What follows belongs to an exercise in optimizing a design on an open flow for small area; a production flow would make more cautious choices. In this exercise RTL edits were held to simulation tests only and were not proved equivalent to the original. The clock port is modelled as an ideal driver, which makes a skipped or thinned clock tree look cheaper than it is; a real chip needs a root buffer or a tree.

== job 5607 ==
==> flow/design.v (excerpt) <==
module display(
    input   wire        clk,         
    input   wire        rstn,        
    input   wire[31:0]  vga_pos,     
    output   wire       hsync,       
    output   wire       vsync,       
    output   wire[3:0]  red,         
    output   wire[3:0]  green,       
    output   wire[3:0]  blue         
    );
    function [9:0] inc10(input [9:0] a, input cin);
        integer i;
        reg c;
        begin
            c = cin;
            for (i = 0; i < 10; i = i + 1) begin
                inc10[i] = a[i] ^ c;
                c = a[i] & c;
            end
        end
    endfunction
    reg [9:0] hx_n;
    reg [9:0] vy_n;
    wire [9:0] hx = ~hx_n;
    wire [9:0] vy = ~vy_n;
    wire h_wrap = hx[9] & hx[8] & hx[5] & hx[3] & hx[2] & hx[0];   
    wire v_wrap = vy[9] & vy[4] & vy[3] & vy[2];   
    always @(posedge clk) begin
        if (!rstn) begin
            hx_n <= ~10'd13;
            vy_n <= ~10'd16;
        end
        else begin
            hx_n <= ~(h_wrap ? 10'd14 : inc10(hx, 1'b1));
            vy_n <= ~((h_wrap && v_wrap) ? 10'd16 : inc10(vy, h_wrap));
        end
    end
    assign hsync = hx >= 10'd96 + 10'd14;
    assign vsync = vy >= 10'd2 + 10'd16;
    wire [4:0] s = hx[4:0];
    wire [31:0] pbits = {vga_pos[5], vga_pos[5], vga_pos[5], vga_pos[5], vga_pos[5],
  ...
Size: ~240 cells after synthesis, about 0.0023 mm² of cells after synthesis.
==> flow/config.mk <==
export PLATFORM = sky130hd
export DESIGN_NAME = display
export DESIGN_NICKNAME = display
export VERILOG_FILES = /design/flow/design.v
export SDC_FILE = /design/flow/constraint.sdc
export NUM_CORES = 4
export LEC_CHECK = 0
export CAP_MARGIN = 0
export CORE_MARGIN = 2
export CORE_UTILIZATION = 70
export SLEW_MARGIN = 0
==> flow/constraint.sdc <==
create_clock -name core_clock -period 40.0 [get_ports {clk}]
set_input_delay 8.0000 -clock core_clock [delete_from_list [all_inputs] [get_ports {clk}]]
set_output_delay 8.0000 -clock core_clock [all_outputs]
set_load 0.01 [all_outputs]
standard.sh (not shown) runs the stock make flow with config.mk's settings and CLKGATE_MAP_FILE= SYNTH_SCRIPT=/design/flow/synth_recipe.tcl, a recipe that flattens the netlist after the stock synthesis.
==> flow/flow/run.sh <==
#!/bin/bash
# The standard ORFS layout with changes that only pick smaller cells:
#  - synthesis: the standard flow's synthesis script (ORFS's synth.tcl, then flatten and
#    rename), with three changes: ABC maps the combinational logic with an
#    area-oriented script (flow/abc.script.in) instead of the speed script;
#    Yosys's separate full-adder extraction is off, so ABC sees all of that
#    logic; and the design's one-bit full-adder module display_fa is kept
#    whole through synthesis and then laid out as the library's fa_1 cell
#    (flow/fa_cell.v) before the design is flattened.  Registers are mapped
#    exactly as in the standard synthesis.  The ABC script's random seed is
#    chosen by synthesizing with seeds 1..8 first and keeping the smallest.
#  - port buffers are buf_1 instead of the resizer's default choice;
#  - one tie cell drives all constant outputs.
# Each tool's output goes to a log file here: trial_<seed>.log, synth.log,
# place.log, clock_trials.log, layout.log (ORFS's own per-step logs are under
# orfs/logs/).
set -euo pipefail
HERE=$(pwd)

# synth_recipe.tcl with the full-adder cell swapped in before flattening
awk -v fa="$HERE/flow/fa_cell.v" '{print} /^source .*synth\.tcl/ {print "read_verilog -overwrite " fa}' \
  "$HERE/synth_recipe.tcl" > "$HERE/synth_fa.tcl"
grep -q "read_verilog -overwrite" "$HERE/synth_fa.tcl"

scripts_for() {  # scripts_for SEED: an ORFS scripts folder whose ABC script uses SEED
  local d="$HERE/scripts_$1"
  rm -rf "$d"
  cp -r "$FLOW_HOME/scripts" "$d"
  sed "s/@SEED@/$1/" "$HERE/flow/abc.script.in" > "$d/abc_speed.script"
}

SYNTH_VARS=("ADDER_MAP_FILE=" "SYNTH_KEEP_MODULES=display_fa" "SYNTH_SCRIPT=$HERE/synth_fa.tcl")

# trial syntheses, four at a time
trial() {
  local seed=$1
  scripts_for "$seed"
  make -C "$FLOW_HOME" DESIGN_CONFIG="$HERE/config.mk" WORK_HOME="$HERE/trial_$seed" \
    CLKGATE_MAP_FILE= "SCRIPTS_DIR=$HERE/scripts_$seed" "${SYNTH_VARS[@]}" synth \
    > "$HERE/trial_$seed.log" 2>&1 || true
}
for seed in 1 2 3 4; do trial $seed & done; wait
for seed in 5 6 7 8; do trial $seed & done; wait
best=3
best_area=1e30
for seed in 1 2 3 4 5 6 7 8; do
  f=$(ls "$HERE"/trial_$seed/reports/*/*/*/synth_stat.txt 2>/dev/null | head -1 || true)
  [[ -n "$f" ]] || continue
  a=$(sed -n "s/.*Chip area for module '\\\\display': \([0-9.]*\).*/\1/p" "$f" | head -1)
  [[ -n "$a" ]] || continue
  echo "seed $seed area $a" >> "$HERE/trials.txt"
  if awk -v a="$a" -v b="$best_area" 'BEGIN{exit !(a < b)}'; then best=$seed; best_area=$a; fi
done
echo "chosen seed $best" >> "$HERE/trials.txt"
for seed in 1 2 3 4 5 6 7 8; do [[ $seed == "$best" ]] || rm -rf "$HERE/trial_$seed" "$HERE/scripts_$seed"; done

bash standard.sh "SCRIPTS_DIR=$HERE/scripts_$best" "${SYNTH_VARS[@]}" synth > synth.log 2>&1
bash standard.sh "SCRIPTS_DIR=$HERE/scripts_$best" \
  "SKIP_REPAIR_TIE_FANOUT=1" "BUFFER_PORTS_ARGS=-buffer_cell sky130_fd_sc_hd__buf_1" \
  place > place.log 2>&1
RES="$HERE/orfs/results/sky130hd/display/base"
choice=""
for cfg in "sky130_fd_sc_hd__clkbuf_8 2 1" "sky130_fd_sc_hd__clkbuf_8 1 2" \
           "sky130_fd_sc_hd__clkbuf_4 2 2" "sky130_fd_sc_hd__clkbuf_8 3 1" \
           "sky130_fd_sc_hd__clkbuf_8 2 2"; do
  set -- $cfg
  slew=$(LIB="$FLOW_HOME/platforms/sky130hd/lib/sky130_fd_sc_hd__tt_025C_1v80.lib" \
    PLATFORM_DIR="$FLOW_HOME/platforms/sky130hd" PLACED_ODB="$RES/3_place.odb" \
    PLACED_SDC="$RES/3_place.sdc" SPLIT_TCL="$HERE/flow/split_clock.tcl" CB=$1 NX=$2 NY=$3 \
    openroad -no_init -exit "$HERE/flow/clock_trial.tcl" 2>&1 | tee -a "$HERE/clock_trials.log" \
    | sed -n 's/^TRIAL_SLEW //p' | tail -1)
  echo "$cfg: $slew" >> "$HERE/clock_trials.txt"
  if [[ -n "$slew" ]] && awk -v s="$slew" 'BEGIN{exit !(s <= 0.110)}'; then choice="$cfg"; break; fi
done
[[ -n "$choice" ]] || choice="sky130_fd_sc_hd__clkbuf_8 2 2"
echo "chosen: $choice" >> "$HERE/clock_trials.txt"
cts="$HERE/scripts_$best/cts.tcl"
python3 - "$cts" "$HERE/flow/split_clock.tcl" "$choice" <<'PY'
import sys
path, split, choice = sys.argv[1], sys.argv[2], sys.argv[3]
s = open(path).read()
old = "log_cmd clock_tree_synthesis {*}$cts_args"
assert s.count(old) == 1
s = s.replace(old, "source %s\nsplit_clock %s\nset_propagated_clock [all_clocks]" % (split, choice))
open(path, "w").write(s)
PY
bash standard.sh "SCRIPTS_DIR=$HERE/scripts_$best" \
  "SKIP_REPAIR_TIE_FANOUT=1" "BUFFER_PORTS_ARGS=-buffer_cell sky130_fd_sc_hd__buf_1" \
  finish > layout.log 2>&1
Other scripts of this flow, unchanged in this note and not shown: flow/flow/abc.script.in, flow/flow/clock_trial.tcl, flow/flow/fa_cell.v, flow/flow/split_clock.tcl
Here is what was changed in the inputs of job 8842 compared with job 5607.
-- flow/flow/run.sh --
<<< job 5607, line 10
#    exactly as in the standard synthesis.  The ABC script's random seed is
#    chosen by synthesizing with seeds 1..8 first and keeping the smallest.
#  - port buffers are buf_1 instead of the resizer's default choice;
>>> job 8842, line 10
#    exactly as in the standard synthesis.  The ABC script's random seed is
#    chosen by synthesizing with seeds 1..16 first and keeping the smallest.
#  - port buffers are buf_1 instead of the resizer's default choice;
<<< job 5607, line 41
}
for seed in 1 2 3 4; do trial $seed & done; wait
for seed in 5 6 7 8; do trial $seed & done; wait
best=3
best_area=1e30
for seed in 1 2 3 4 5 6 7 8; do
  f=$(ls "$HERE"/trial_$seed/reports/*/*/*/synth_stat.txt 2>/dev/null | head -1 || true)
>>> job 8842, line 41
}
SEEDS="1 2 3 4 5 6 7 8 9 10 11 12 13 14 15 16"
for round in "1 2 3 4" "5 6 7 8" "9 10 11 12" "13 14 15 16"; do
  for seed in $round; do trial $seed & done; wait
done
best=3
best_area=1e30
for seed in $SEEDS; do
  f=$(ls "$HERE"/trial_$seed/reports/*/*/*/synth_stat.txt 2>/dev/null | head -1 || true)
<<< job 5607, line 54
echo "chosen seed $best" >> "$HERE/trials.txt"
for seed in 1 2 3 4 5 6 7 8; do [[ $seed == "$best" ]] || rm -rf "$HERE/trial_$seed" "$HERE/scripts_$seed"; done

>>> job 8842, line 56
echo "chosen seed $best" >> "$HERE/trials.txt"
for seed in $SEEDS; do [[ $seed == "$best" ]] || rm -rf "$HERE/trial_$seed" "$HERE/scripts_$seed"; done

<<< job 5607, line 70
    openroad -no_init -exit "$HERE/flow/clock_trial.tcl" 2>&1 | tee -a "$HERE/clock_trials.log" \
    | sed -n 's/^TRIAL_SLEW //p' | tail -1)
  echo "$cfg: $slew" >> "$HERE/clock_trials.txt"
  if [[ -n "$slew" ]] && awk -v s="$slew" 'BEGIN{exit !(s <= 0.110)}'; then choice="$cfg"; break; fi
done
>>> job 8842, line 72
    openroad -no_init -exit "$HERE/flow/clock_trial.tcl" 2>&1 | tee -a "$HERE/clock_trials.log" \
    | sed -n 's/^TRIAL_SLEW //p' | tail -1 || true)
  echo "$cfg: $slew" >> "$HERE/clock_trials.txt"
  if [[ -n "$slew" ]] && awk -v s="$slew" 'BEGIN{exit !(s <= 0.115)}'; then choice="$cfg"; break; fi
done
==> comparison <==
- Job 5607 ended up with more cell instances than job 8842 did.
- From job 5607 to job 8842 the numbers moved as follows: placeable core area went down 180 µm², setup slack went down 0.035 ns, post-cts sizing count held, global-route usage went up 0.94 points.
In every run of this note, the design's own scripts or RTL, not TritonCTS, make the clock network.

re-timing with driven ports:
No port has a modelled driver above. Below, the same layouts with a new extraction and two added sets of constraints.
Step 1 (the two cells are an assumption about what drives the block):
set clk [get_ports {clk}]
set_driving_cell -lib_cell sky130_fd_sc_hd__clkbuf_16 $clk
set_driving_cell -lib_cell sky130_fd_sc_hd__buf_2 [delete_from_list [all_inputs] $clk]
Step 2, shift: input delay + t, output delay - t, t = (earliest + latest rising clock arrival at the registers) / 2. This alone moves slack from input paths to output paths.
a / b / c = ideal / step 1 / step 2; a / b = the first two.
run	shift t [ns]	setup WS [ns]	worst setup path after step 2
job 5607	0.194	18.622 / 18.602 / 18.602	input to output
job 8842	0.200	18.586 / 18.565 / 18.565	input to output
After both steps every run listed still meets setup and hold. The setup slack of job 8842, which loses most, moves by -0.021 ns with the drivers and by -0.021 ns with both steps.
